Context: an optimization exercise on an open-source flow, tuned for a short achievable clock period and few clock cycles. The choices shown serve that exercise and are no tape-out recipe. No run shown here included a check of the RTL's function; only the layout flow was run.

## flow/config.mk

```make
export PLATFORM = sky130hd
export DESIGN_NAME = cpu_wrapper
export DESIGN_NICKNAME = cpu_wrapper
export VERILOG_FILES = /design/flow/design.v
export SDC_FILE = /design/flow/constraint.sdc
export NUM_CORES = 4
export LEC_CHECK = 0
export ABC_CLOCK_PERIOD_IN_PS = 4000
export CAP_MARGIN = 20
export CORE_MARGIN = 2
export CORE_UTILIZATION = 40
export SETUP_SLACK_MARGIN = 2.5
export SLEW_MARGIN = 20
```

## flow/constraint.sdc

```tcl
create_clock -name core_clock -period 6.5 [get_ports {clk}]
set_input_delay 1.3000 -clock core_clock [delete_from_list [all_inputs] [get_ports {clk}]]
set_output_delay 1.3000 -clock core_clock [all_outputs]
set_load 0.01 [all_outputs]
```

## flow/design.v

```verilog
`timescale 1ns / 1ps
module cpu_wrapper(
    clk, rst, carry_in,
    imem_addr, imem_data,
    dmem_addr, dmem_we, dmem_wdata, dmem_rdata,
    io_out, halted
    );
    input clk; input rst;
    input carry_in;
    output wire [7:0] imem_addr;
    input wire [7:0] imem_data;
    output wire [7:0] dmem_addr;
    output wire dmem_we;
    output wire [7:0] dmem_wdata;
    input wire [7:0] dmem_rdata;
    output wire [7:0] io_out;
    output wire halted;
    reg [7:0] fa_q;      
    reg       dv_q;      
    reg [7:0] ir_q;      
    reg       ir_v;      
    reg [7:0] r0, r1, r2, r3;
    reg       z_q, c_q, n_q;
    reg [7:0] ret_q;
    reg [7:0] io_q;
    reg       ld_pend;   
    reg [1:0] ld_dst;
    reg       io_pend;   
    reg       ci_q;      
    reg  [15:0] mul_s, mul_c;
    reg         mul_z;
    reg         mul_ph;    
    wire [1:0] fd = ir_q[3:2];
    wire [1:0] fr = ir_q[1:0];
    wire op_alu2  = ~ir_q[7];                                    
    wire op_shift = (ir_q[7:4] == 4'b1000);
    wire op_neg   = (ir_q[7:4] == 4'b1001) & (ir_q[1:0] == 2'b00);
    wire op_ld    = (ir_q[7:4] == 4'b1001) & (ir_q[1:0] == 2'b11);
    wire op_wr    = (ir_q[7:4] == 4'b1010);
    wire op_rd    = (ir_q[7:4] == 4'b1011);
    wire op_jmp   = (ir_q[7:3] == 5'b11000);
    wire op_jcc   = (ir_q[7:3] == 5'b11001);
    wire op_call  = (ir_q[7:3] == 5'b11010);
    wire op_wrio  = (ir_q[7:4] == 4'b1110);
    wire op_brk   = (ir_q == 8'hFF);
    wire op_two   = op_ld | op_jmp | op_jcc | op_call;
    wire is_mult  = op_alu2 & (ir_q[6:4] == 3'd3);
    reg [7:0] rd_val, rr_val;
    always @(*) begin
        case (fd)
            2'd0: rd_val = r0; 2'd1: rd_val = r1; 2'd2: rd_val = r2; default: rd_val = r3;
        endcase
        case (fr)
            2'd0: rr_val = r0; 2'd1: rr_val = r1; 2'd2: rr_val = r2; default: rr_val = r3;
        endcase
    end
    wire uses_rd = op_alu2 | op_shift | op_neg | op_wr;
    wire uses_rr = op_alu2 | op_wr | op_rd | op_wrio;
    wire hazard  = (ld_pend & ((uses_rd & (fd == ld_dst)) | (uses_rr & (fr == ld_dst)))) |
                   (is_mult & ~mul_ph);
    wire exec  = ir_v & ~hazard & ~op_brk;
    wire stall = ir_v & (hazard | op_brk);
    wire       is_sub  = ir_q[5];                 
    wire       use_ci  = ir_q[4] & ci_q;          
    wire [7:0] b_op    = is_sub ? ~rr_val : rr_val;
    wire       cin     = is_sub ^ use_ci;
    wire [8:0] sum     = {1'b0, rd_val} + {1'b0, b_op} + {8'b0, cin};
    wire       sum_z   = ((rd_val ^ b_op) == {rd_val[6:0] | b_op[6:0], cin});
    wire [15:0] pp0 = rr_val[0] ? {8'b0, rd_val}       : 16'd0;
    wire [15:0] pp1 = rr_val[1] ? {7'b0, rd_val, 1'b0} : 16'd0;
    wire [15:0] pp2 = rr_val[2] ? {6'b0, rd_val, 2'b0} : 16'd0;
    wire [15:0] pp3 = rr_val[3] ? {5'b0, rd_val, 3'b0} : 16'd0;
    wire [15:0] pp4 = rr_val[4] ? {4'b0, rd_val, 4'b0} : 16'd0;
    wire [15:0] pp5 = rr_val[5] ? {3'b0, rd_val, 5'b0} : 16'd0;
    wire [15:0] pp6 = rr_val[6] ? {2'b0, rd_val, 6'b0} : 16'd0;
    wire [15:0] pp7 = rr_val[7] ? {1'b0, rd_val, 7'b0} : 16'd0;
    wire [15:0] s1a = pp0 ^ pp1 ^ pp2, c1a = ((pp0 & pp1) | (pp0 & pp2) | (pp1 & pp2)) << 1;
    wire [15:0] s1b = pp3 ^ pp4 ^ pp5, c1b = ((pp3 & pp4) | (pp3 & pp5) | (pp4 & pp5)) << 1;
    wire [15:0] s2a = s1a ^ c1a ^ s1b, c2a = ((s1a & c1a) | (s1a & s1b) | (c1a & s1b)) << 1;
    wire [15:0] s2b = c1b ^ pp6 ^ pp7, c2b = ((c1b & pp6) | (c1b & pp7) | (pp6 & pp7)) << 1;
    wire [15:0] s3  = s2a ^ c2a ^ s2b, c3  = ((s2a & c2a) | (s2a & s2b) | (c2a & s2b)) << 1;
    wire [15:0] s4  = s3 ^ c3 ^ c2b,   c4  = ((s3 & c3) | (s3 & c2b) | (c3 & c2b)) << 1;
    wire [15:0] prod = mul_s + mul_c;
    reg [7:0] alu_y;
    reg       alu_c;
    reg       alu_z;
    always @(*) begin
        alu_c = c_q;
        alu_y = sum[7:0];
        alu_z = sum_z;
        if (op_alu2) begin
            case (ir_q[6:4])
                3'd0: begin alu_y = rd_val & rr_val; alu_z = ((rd_val & rr_val) == 8'd0); end
                3'd1: begin alu_y = rd_val | rr_val; alu_z = ((rd_val | rr_val) == 8'd0); end
                3'd2: begin alu_y = rd_val ^ rr_val; alu_z = (rd_val == rr_val); end
                3'd3: begin alu_y = prod[7:0]; alu_c = prod[15]; alu_z = mul_z; end
                default: begin alu_y = sum[7:0]; alu_c = sum[8] ^ is_sub; alu_z = sum_z; end
            endcase
        end else if (op_shift) begin
            case (ir_q[1:0])
                2'd0: begin alu_y = {rd_val[6:0], 1'b0};      alu_c = rd_val[7]; alu_z = (rd_val[6:0] == 7'd0); end
                2'd1: begin alu_y = {rd_val[7], rd_val[7:1]}; alu_c = rd_val[0]; alu_z = (rd_val[7:1] == 7'd0); end
                2'd2: begin alu_y = {rd_val[6:0], ci_q};      alu_c = rd_val[7]; alu_z = (rd_val[6:0] == 7'd0) & ~ci_q; end
                default: begin alu_y = {ci_q, rd_val[7:1]};   alu_c = rd_val[0]; alu_z = (rd_val[7:1] == 7'd0) & ~ci_q; end
            endcase
        end else begin
            alu_y = ~rd_val + 8'd1;
            alu_c = ~alu_y[7] & ~rd_val[7];
            alu_z = (rd_val == 8'd0);
        end
    end
    wire alu_n   = is_mult ? n_q : alu_y[7];
    wire alu_we  = exec & (op_alu2 | op_shift | op_neg);
    wire taken = exec & (op_jmp | op_call |
                 (op_jcc & ((z_q & ir_q[1]) | (c_q & ir_q[2]) | (n_q & ir_q[0]))));
    wire accept   = dv_q & ~stall & ~(exec & op_two);
    wire early_ret = accept & (imem_data == 8'hD8);
    wire [7:0] fa_seq = fa_q + 8'd1;
    assign imem_addr = taken     ? imem_data :
                       stall     ? fa_q      :
                       early_ret ? ret_q     : fa_seq;
    assign dmem_addr  = rr_val;
    assign dmem_wdata = rd_val;
    assign dmem_we    = exec & op_wr;
    assign io_out     = io_q;
    assign halted     = ir_v & op_brk & ~io_pend;
    wire       ld_we = exec & op_ld;
    wire [7:0] wb_val = ld_we ? imem_data : alu_y;
    wire       wb_en  = alu_we | ld_we;
    always @(posedge clk or posedge rst) begin
        if (rst) begin
            fa_q <= 8'hFF; dv_q <= 1'b0;
            ir_q <= 8'h00; ir_v <= 1'b0;
            r0 <= 8'h00; r1 <= 8'h00; r2 <= 8'h00; r3 <= 8'h00;
            z_q <= 1'b0; c_q <= 1'b0; n_q <= 1'b0;
            ret_q <= 8'h00; io_q <= 8'h00;
            ld_pend <= 1'b0; ld_dst <= 2'd0; io_pend <= 1'b0;
            ci_q <= 1'b0;
            mul_s <= 16'd0; mul_c <= 16'd0; mul_z <= 1'b0; mul_ph <= 1'b0;
        end else begin
            mul_s <= s4; mul_c <= c4; mul_z <= (rd_val == 8'd0) | (rr_val == 8'd0);
            mul_ph <= ir_v & is_mult & ~mul_ph & ~(ld_pend & ((fd == ld_dst) | (fr == ld_dst)));
            ci_q <= carry_in;
            fa_q <= imem_addr;
            dv_q <= stall ? dv_q : 1'b1;
            if (!stall) begin
                ir_q <= imem_data;
                ir_v <= accept;
            end
            if (exec & op_call) ret_q <= fa_seq;
            if (alu_we) begin
                z_q <= alu_z; n_q <= alu_n; c_q <= alu_c;
            end
            if (wb_en && fd == 2'd0) r0 <= wb_val; else if (ld_pend && ld_dst == 2'd0) r0 <= dmem_rdata;
            if (wb_en && fd == 2'd1) r1 <= wb_val; else if (ld_pend && ld_dst == 2'd1) r1 <= dmem_rdata;
            if (wb_en && fd == 2'd2) r2 <= wb_val; else if (ld_pend && ld_dst == 2'd2) r2 <= dmem_rdata;
            if (wb_en && fd == 2'd3) r3 <= wb_val; else if (ld_pend && ld_dst == 2'd3) r3 <= dmem_rdata;
            ld_pend <= exec & op_rd;
            ld_dst  <= fd;
            io_pend <= exec & op_wrio;
            if (io_pend) io_q <= dmem_rdata;
        end
    end
endmodule
```

## flow/run.sh

```bash
#!/bin/bash
# synth_recipe.tcl (not shown) runs the flow's synth.tcl, then flattens the netlist and writes it again
# the make line also repeats each setting of config.mk as NAME=value (left out here)
make -C /OpenROAD-flow-scripts/flow DESIGN_CONFIG=/design/flow/config.mk WORK_HOME=/design/flow/orfs CLKGATE_MAP_FILE= SYNTH_SCRIPT=/design/flow/synth_recipe.tcl finish
```

==> qor.json, run 1 <==
{
  "num_antenna_cells": 0,
  "drt_first_pass_iters": 5,
  "cts_tree": "done",
  "final.setup_skew_ns": 0.0123,
  "crit_required_ns": 5.20,
  "grt_overflow": 0,
  "nFillCells": 1941,
  "synth.cell_area_mm2": 0.00830,
  "routabilityCongestion": 0.880,
  "synth.distinct_cells": 73,
  "maxSlewHeadroom": 0.304,
  "vias": 6529,
  "category_of_the_worst_setup_path_launch_point": "input pin",
  "rsz0062_at_grt": "yes",
  "critical_path.reg2reg.startpoint": "ir_q[2]",
  "fin_setup_tns_ns": 0,
  "avgViaCountPerCell": 5.67,
  "die_x_extent_um": 148,
  "final-hold-violation-count": 0,
  "numCtsBuffers": 9,
  "setup_viol_count_final": 0,
  "floorplan_core_area_mm2": 0.0203,
  "detailedPlacementHpwl_um": 16800,
  "clk_latency_ns": 0.36,
  "cts.sinks": 102,
  "timing.max_cap.violations": 0,
  "crit-reg2reg-capture": "r2[6]",
  "holdCritStartpoint": "mul_ph",
  "yosys_warnings": 1,
  "initial_antenna_violation_count": 0,
  "grtUsageTotal": 0.222,
  "clock_tree.root_cell": "sky130_fd_sc_hd__clkbuf_16",
  "worst_hold_path_type": "flop to flop",
  "fp-row-count": 52,
  "pre_cts_ws_ns": 0.995,
  "remaining_drc_errors": 0,
  "wire_length_of_the_first_global_routing_pass_um": 37400,
  "synth_seq_area_share": 0.309,
  "yosys_register_bits": 102,
  "post_cts_hold_buffer_count": 0,
  "postSynth.topFlopCell": "sky130_fd_sc_hd__dfrtp_1",
  "clk_pin_slew_worst_paths_ns": 0.08,
  "fmax_mhz": 225,
  "die_height_um": 148,
  "synth-async-reset-ratio": 1.00,
  "htreeDepth": 3,
  "clockBufferDepth": 2,
  "end_kind": "output port",
  "min_to": "mul_ph",
  "grt_max_degree": 58,
  "io_buffers": 52,
  "r2r_slack_ns": 2.62,
  "boundary_pins": 53,
  "drt-total-wl_um": 23700,
  "worst-r2r-cell-count": 11,
  "final_max_slew_viol_count": 0,
  "dieArea_mm2": 0.0219,
  "final_worst_slack_ns": 2.06,
  "floorplan.initialDensity": 0.409,
  "synth_enable_flop_cells": 0,
  "postSynthAreaPerCell_um2": 10.1,
  "flow.area_growth_from_synthesis_pct": 17.6,
  "status": "complete, no violations",
  "final_min_period_over_clock_period": 0.684,
  "timing.critical_path.arrival_ns": 3.14,
  "path_max_fanout": 2,
  "syn_nets": 938,
  "drive_gt1_frac": 0.183,
  "measured_slew_at_the_worst_slew_check_pin_ns": 1.04,
  "wl_per_cell_um": 20.6,
  "worst_setup_path_class": "input pin to output port",
  "post_synth_inst_count": 820,
  "period_needed_ns": 4.44,
  "antenna_left": 0,
  "whs_path_depth": 1,
  "number_of_global_route_vias_before_repair": 6583,
  "drtIter0Drc": 555,
  "layout.nets": 994
}
-- metrics by stage --
stage | instances | area, µm² | hold WS (ns) | util
6_report | 1151 | 9760 | 0.461 | 0.481
3_5_place_dp | 1099 | 9030 | 0.449 | 0.445
3_3_place_gp | 1099 | 9030 | 0.435 | 0.445
5_1_grt | 1151 | 9760 | 0.489 | 0.481
4_1_cts | 1137 | 9590 | 0.462 | 0.472
2_1_floorplan | 820 | 8340 | 0.374 | -
-- how the worst max path moves through the flow --
stage	start	end	slack (ns)	depth (start not counted)
global placement	imem_data[6]	imem_addr[5]	1.02	9
floorplan	imem_data[5]	imem_addr[1]	2.38	6
detailed placement	imem_data[6]	imem_addr[5]	0.99	9
CTS	imem_data[5]	imem_addr[1]	1.95	9
finish	imem_data[5]	imem_addr[1]	2.06	9
global route	imem_data[5]	imem_addr[1]	1.99	9
-- Yosys cell counts (15+ instances only) --
| master | number | area share |
|---|---|---|
| sky130_fd_sc_hd__mux2i_1 | 75 | 0.090 |
| sky130_fd_sc_hd__o21ai_0 | 25 | 0.015 |
| sky130_fd_sc_hd__inv_1 | 74 | 0.033 |
| sky130_fd_sc_hd__nor2_1 | 50 | 0.023 |
| sky130_fd_sc_hd__mux4_2 | 22 | 0.060 |
| sky130_fd_sc_hd__clkbuf_1 | 28 | 0.013 |
| sky130_fd_sc_hd__dfrtp_1 | 94 | 0.28 |
| sky130_fd_sc_hd__nor3_1 | 16 | 0.0096 |
| sky130_fd_sc_hd__nand2_1 | 88 | 0.040 |
| sky130_fd_sc_hd__xnor2_1 | 27 | 0.028 |
| sky130_fd_sc_hd__ha_1 | 58 | 0.087 |
| sky130_fd_sc_hd__a21oi_1 | 15 | 0.0090 |
| sky130_fd_sc_hd__fa_1 | 41 | 0.099 |
-- routing by layer --
layer / GRT usage / part of all wire / vias to the layer above
met2: 0.355 / 0.47 / 178
met5: 0 / 0 / -
met1: 0.309 / 0.45 / 3349
met3: 0.0436 / 0.049 / 29
li1: - / - / 2973
met4: 0.0652 / 0.024 / 0
-- state kept, by name, summed over array words and instances (netlist names) --
name / cells
dv_q: 1
n_q: 1
ld_dst: 2
mul_z: 1
z_q: 1
c_q: 1
io_q: 8
ld_pend: 1
ir_v: 1
fa_q: 8
r0: 8
ci_q: 1
ir_q: 8
r1: 8
mul_ph: 1
io_pend: 1
r2: 8
r3: 8
mul_s: 15
mul_c: 11
ret_q: 8
-- layout make-up --
| class | count | area (µm²) | share of cell area |
|---|---|---|---|
| timing repair buffer | 99 | 897 | 0.0919 |
| clock inverter | 7 | 88.8 | 0.00910 |
| inverter | 75 | 295 | 0.0302 |
| clock buffer | 9 | 225 | 0.0231 |
| sequential | 102 | 2580 | 0.264 |
| tap | 270 | 338 | 0.0346 |
| multi-input combinational | 589 | 5340 | 0.547 |
-- repair_timing --
item                                    in CTS  in global routing
setup buffers                               22                 14
endpoints found under the setup margin      65                 29
pin swaps                                    8                 13
resized for setup                           77                 27
-- cells by family (layout without fill, tap and decap cells) --
logic type | after synthesis | in the layout | synth area share
DFF | 102 | 102 | 0.309
adders and majority gates | 99 | 99 | 0.186
and+or+nand+nor | 228 | 228 | 0.132
xor gates and xnor gates | 31 | 31 | 0.0327
buffers and inverters | 129 | 190 | 0.0636
AOI/OAI and AO/OA | 114 | 114 | 0.0970
muxes | 117 | 117 | 0.180
-- worst max-delay path: stages --
cell and delay [ns]:
sky130_fd_sc_hd__buf_8 0.10, sky130_fd_sc_hd__nor4bb_4 0.25, sky130_fd_sc_hd__nand4_1 0.18, sky130_fd_sc_hd__a211oi_4 0.23, sky130_fd_sc_hd__buf_6 0.14, sky130_fd_sc_hd__mux2_4 0.29
sky130_fd_sc_hd__mux2_4 0.25, sky130_fd_sc_hd__mux2_4 0.27, sky130_fd_sc_hd__buf_6 0.12
-- layout by cell type, fill, tap and decap left out, types with 10 or more instances in the layout --
cell / n
sky130_fd_sc_hd__o211ai_1: 13
sky130_fd_sc_hd__nand2_1: 88
sky130_fd_sc_hd__o21ai_0: 23
sky130_fd_sc_hd__a21oi_1: 15
sky130_fd_sc_hd__nor2_1: 50
sky130_fd_sc_hd__buf_6: 10
sky130_fd_sc_hd__ha_1: 58
sky130_fd_sc_hd__inv_1: 70
sky130_fd_sc_hd__mux4_2: 22
sky130_fd_sc_hd__buf_4: 37
sky130_fd_sc_hd__nor3_1: 15
sky130_fd_sc_hd__nand3_1: 12
sky130_fd_sc_hd__mux2i_1: 74
sky130_fd_sc_hd__clkdlybuf4s50_1: 36
sky130_fd_sc_hd__xnor2_1: 26
sky130_fd_sc_hd__fa_1: 40
sky130_fd_sc_hd__dfrtp_1: 88
sky130_fd_sc_hd__mux2_4: 11
==> inputs of run 2 (changes only) <==
--- a/flow/config.mk
+++ b/flow/config.mk
@@ -7,3 +7,3 @@
 export LEC_CHECK = 0
-export ABC_CLOCK_PERIOD_IN_PS = 4000
+export ABC_CLOCK_PERIOD_IN_PS = 3000
 export CAP_MARGIN = 20
@@ -11,3 +11,3 @@
 export CORE_UTILIZATION = 40
-export SETUP_SLACK_MARGIN = 2.5
+export SETUP_SLACK_MARGIN = 3.5
 export SLEW_MARGIN = 20
==> qor.json, run 2 <==
{
  "drt-total-wl": {"value": 28500, "unit": "µm", "change": "was 23,700 µm"},
  "wire_length_of_the_first_global_routing_pass": {"value": 43000, "unit": "µm", "change": "was 37,400 µm"},
  "synth_enable_flop_cells": {"value": 0, "change": "unchanged"},
  "post_synth_inst_count": {"value": 820, "change": "unchanged"},
  "grt_max_degree": {"value": 47, "change": "was 58"},
  "end_kind": {"value": "output port", "change": "unchanged"},
  "die_height": {"value": 148, "unit": "µm", "change": "unchanged"},
  "period_needed": {"value": 4.56, "unit": "ns", "change": "was 4.44 ns"},
  "rsz0062_at_grt": {"value": "yes", "change": "unchanged"},
  "fmax": {"value": 219, "unit": "MHz", "change": "was 225 MHz"},
  "dp_cells": {"value": 1099, "change": "unchanged"},
  "yosys_warnings": {"value": 1, "change": "unchanged"},
  "synth_seq_area_share": {"value": 0.309, "change": "unchanged"},
  "cts.sinks": {"value": 102, "change": "unchanged"},
  "synth.cell_area": {"value": 0.00830, "unit": "mm²", "change": "unchanged"},
  "mostFrequentLayoutCell": "sky130_fd_sc_hd__dfrtp_1",
  "numCtsBuffers": {"value": 9, "change": "unchanged"},
  "clk_latency": {"value": 0.38, "unit": "ns", "change": "was 0.36 ns"},
  "yosysTopAreaCellShare": {"value": 0.283, "change": "unchanged"},
  "timing.max_cap.violations": {"value": 0, "change": "unchanged"},
  "htreeDepth": {"value": 3, "change": "unchanged"},
  "synth_top_cells_by_area": {"value": "sky130_fd_sc_hd__dfrtp_1, sky130_fd_sc_hd__fa_1, sky130_fd_sc_hd__mux2i_1", "change": "unchanged"},
  "path_max_fanout": {"value": 3, "change": "was 2"},
  "drtIter0Drc": {"value": 683, "change": "was 555"},
  "drive_gt1_frac": {"value": 0.420, "change": "was 0.183"},
  "crit_required": {"value": 5.20, "unit": "ns", "change": "about the same"},
  "final_max_slew_viol_count": {"value": 0, "change": "unchanged"},
  "layout.core_utilization": {"value": 0.576, "change": "was 0.481"},
  "cts_tree": {"value": "done", "change": "unchanged"},
  "clock_tree.root_cell": {"value": "sky130_fd_sc_hd__clkbuf_16", "change": "unchanged"},
  "fin_setup_tns": {"value": 0, "unit": "ns", "change": "unchanged"},
  "num_antenna_cells": {"value": 0, "change": "unchanged"},
  "layout.nets": {"value": 1096, "change": "was 994"},
  "synth_most_common_cell": {"value": "sky130_fd_sc_hd__dfrtp_1", "change": "unchanged"},
  "die_x_extent": {"value": 148, "unit": "µm", "change": "unchanged"},
  "status": {"value": "complete, no violations", "change": "unchanged"},
  "measured_slew_at_the_worst_slew_check_pin": {"value": 0.681, "unit": "ns", "change": "was 1.04 ns"},
  "wl_per_cell": {"value": 22.7, "unit": "µm", "change": "was 20.6 µm"},
  "layout_common_cells": {"value": "sky130_fd_sc_hd__dfrtp_1, sky130_fd_sc_hd__buf_4, sky130_fd_sc_hd__nand2_1", "change": "was sky130_fd_sc_hd__nand2_1, sky130_fd_sc_hd__dfrtp_1, sky130_fd_sc_hd__mux2i_1"},
  "boundary_pins": {"value": 53, "change": "unchanged"},
  "synth.distinct_cells": {"value": 73, "change": "unchanged"},
  "postSynth.topFlopCell": {"value": "sky130_fd_sc_hd__dfrtp_1", "change": "unchanged"},
  "stdcell_count": {"value": 1253, "change": "was 1,151"},
  "biggestRegsByFlops": {"value": "mul_s (15), mul_c (11)", "change": "unchanged"},
  "final-hold-violation-count": {"value": 0, "change": "unchanged"},
  "final.setup_skew": {"value": 0.0127, "unit": "ns", "change": "was 0.0123 ns"},
  "largest-register": {"value": "mul_s", "change": "unchanged"},
  "floorplan_core_area": {"value": 0.0203, "unit": "mm²", "change": "unchanged"},
  "yosys_register_bits": {"value": 102, "change": "unchanged"},
  "number_of_global_route_vias_before_repair": {"value": 7258, "change": "was 6,583"},
  "postSynthAreaPerCell": {"value": 10.1, "unit": "µm²", "change": "unchanged"},
  "flow.area_growth_from_synthesis": {"value": 40.7, "unit": "%", "change": "was 17.6%"},
  "setup_viol_count_final": {"value": 0, "change": "unchanged"},
  "worst_setup_path_class": {"value": "input pin to output port", "change": "unchanged"},
  "clk_pin_slew_worst_paths": {"value": 0.08, "unit": "ns", "change": "about the same"},
  "routabilityCongestion": {"value": 0.882, "change": "was 0.880"},
  "vias": {"value": 7304, "change": "was 6,529"},
  "io_buffers": {"value": 52, "change": "unchanged"},
  "timing.critical_path.arrival": {"value": 3.26, "unit": "ns", "change": "was 3.14 ns"},
  "drt_first_pass_iters": {"value": 6, "change": "was 5"},
  "detailedPlacementHpwl": {"value": 17000, "unit": "µm", "change": "was 16,800 µm"},
  "category_of_the_worst_setup_path_launch_point": {"value": "input pin", "change": "unchanged"},
  "synth-async-reset-ratio": {"value": 1.00, "change": "unchanged"},
  "avgViaCountPerCell": {"value": 5.83, "change": "was 5.67"},
  "netlist_top_cells_count": {"value": "sky130_fd_sc_hd__dfrtp_1, sky130_fd_sc_hd__nand2_1, sky130_fd_sc_hd__mux2i_1", "change": "unchanged"},
  "post_cts_hold_buffer_count": {"value": 0, "change": "unchanged"},
  "antenna_left": {"value": 0, "change": "unchanged"},
  "largest_register_ffs": {"value": 15, "change": "unchanged"},
  "floorplan.initialDensity": {"value": 0.409, "change": "unchanged"},
  "remaining_drc_errors": {"value": 0, "change": "unchanged"},
  "grt_overflow": {"value": 0, "change": "unchanged"},
  "final_min_period_over_clock_period": {"value": 0.702, "change": "was 0.684"},
  "dieArea": {"value": 0.0219, "unit": "mm²", "change": "unchanged"},
  "grtUsageTotal": {"value": 0.260, "change": "was 0.222"},
  "fp-row-count": {"value": 52, "change": "unchanged"},
  "maxSlewHeadroom": {"value": 0.545, "change": "was 0.304"},
  "initial_antenna_violation_count": {"value": 0, "change": "unchanged"},
  "clockBufferDepth": {"value": 2, "change": "unchanged"},
  "synth.largest_area_cell": {"value": "sky130_fd_sc_hd__dfrtp_1", "change": "unchanged"},
  "syn_nets": {"value": 938, "change": "unchanged"},
  "worst_hold_path_type": {"value": "flop to flop", "change": "unchanged"}
}
## run 2: cell counts after synthesis
No cell type changed its count.
## run 2: per-stage QoR
stage	setup WS (ns)	instance area, µm²	hold slack (ns)
final	1.94	11700	0.491
after global routing	1.87	11700	0.499
after CTS	1.88	11200	0.475
after detailed placement	0.959	9230	0.436
after global placement	0.924	9230	0.434
after floorplan	2.38	8650	0.374
## run 2: final timing paths
check | startpoint | endpoint | slack (ns) | cells past startpoint
setup / recovery | imem_data[2] | imem_addr[1] | 1.94 | 9
hold / removal | mul_ph | mul_ph | 0.49 | 1
setup reg to reg | ir_q[0] | mul_s[5] | 2.65 | 15
hold reg to reg | mul_ph | mul_ph | 0.49 | 1
max in group asynchronous | rst | ir_q[1] | 4.12 | 3
min in group asynchronous | rst | mul_s[5] | 1.33 | 2
## run 2: cell type report
| cell class | count | area (µm²) |
|---|---|---|
| repair buffers | 200 | 2010 |
| fillers | 1693 | 8610 |
| well taps | 270 | 338 |
| multi-input cells | 590 | 6130 |
| clock buffers | 10 | 229 |
| inverters | 75 | 332 |
| clock inverters | 6 | 67.6 |
| flip-flops and latches | 102 | 2580 |
## run 2: metal layers
metal	vias to the layer above	wire [µm]	GRT usage
met4	0	1090	0.100
met2	351	13100	0.399
met5	-	0	0
met3	74	2290	0.0598
met1	3681	12000	0.358
li1	3198	-	-
## run 2: worst max-delay path, stage by stage
cell,delay (ns)
sky130_fd_sc_hd__dlygate4sd2_1,0.29
sky130_fd_sc_hd__nor2_1,0.14
sky130_fd_sc_hd__nand4_1,0.16
sky130_fd_sc_hd__a211oi_4,0.27
sky130_fd_sc_hd__buf_4,0.17
sky130_fd_sc_hd__mux2_4,0.28
sky130_fd_sc_hd__mux2_4,0.25
sky130_fd_sc_hd__mux2_4,0.27
sky130_fd_sc_hd__buf_6,0.12
## run 2: cell families after synthesis
group / count (synthesis) / share of synthesized area
AND/OR/NAND/NOR: 228 / 0.132
buffers and inverters: 129 / 0.0636
multiplexers: 117 / 0.180
AO/OA/AOI/OAI: 114 / 0.0970
flip-flops: 102 / 0.309
adder cells (fa/ha/maj): 99 / 0.186
XOR/XNOR: 31 / 0.0327
## run 2: timing repair
action,CTS,global route
pin swaps,60,59
endpoints found under the setup margin,98,90
resized for setup,277,101
hold endpoints to repair,0,0
buffers inserted,108,25
cloned,5,0

afterwards: timing with drivers on the ports:
In the flow no input, the clock included, has a driving cell. The finished layouts below were timed again as built, in two steps.
Step 1, drivers: a clkbuf_16 drives clk and a buf_2 each remaining input, both assumed.
Step 2 moves the port delays by t, midway between the first and last clock arrival at a register: inputs arrive t later, outputs are due t later. That takes back most of the time a late clock gives input paths.
Three values: ideal ports, drivers, drivers and shift; two values: the first two.
run	t (ns)	setup WS [ns]	hold slack, ns	slew at the worst register clock pin (ns)	cell pins on the clock port's net
run 1	0.405	2.056 / 2.017 / 2.017	0.461 / 0.461 / 0.461	0.08 / 0.08	1
run 2	0.419	1.936 / 1.912 / 1.912	0.491 / 0.491 / 0.491	0.08 / 0.08	1
After both steps every run listed still meets setup and hold. The setup slack of run 1, which loses most, moves by -0.039 ns with the drivers and by -0.039 ns with both steps.
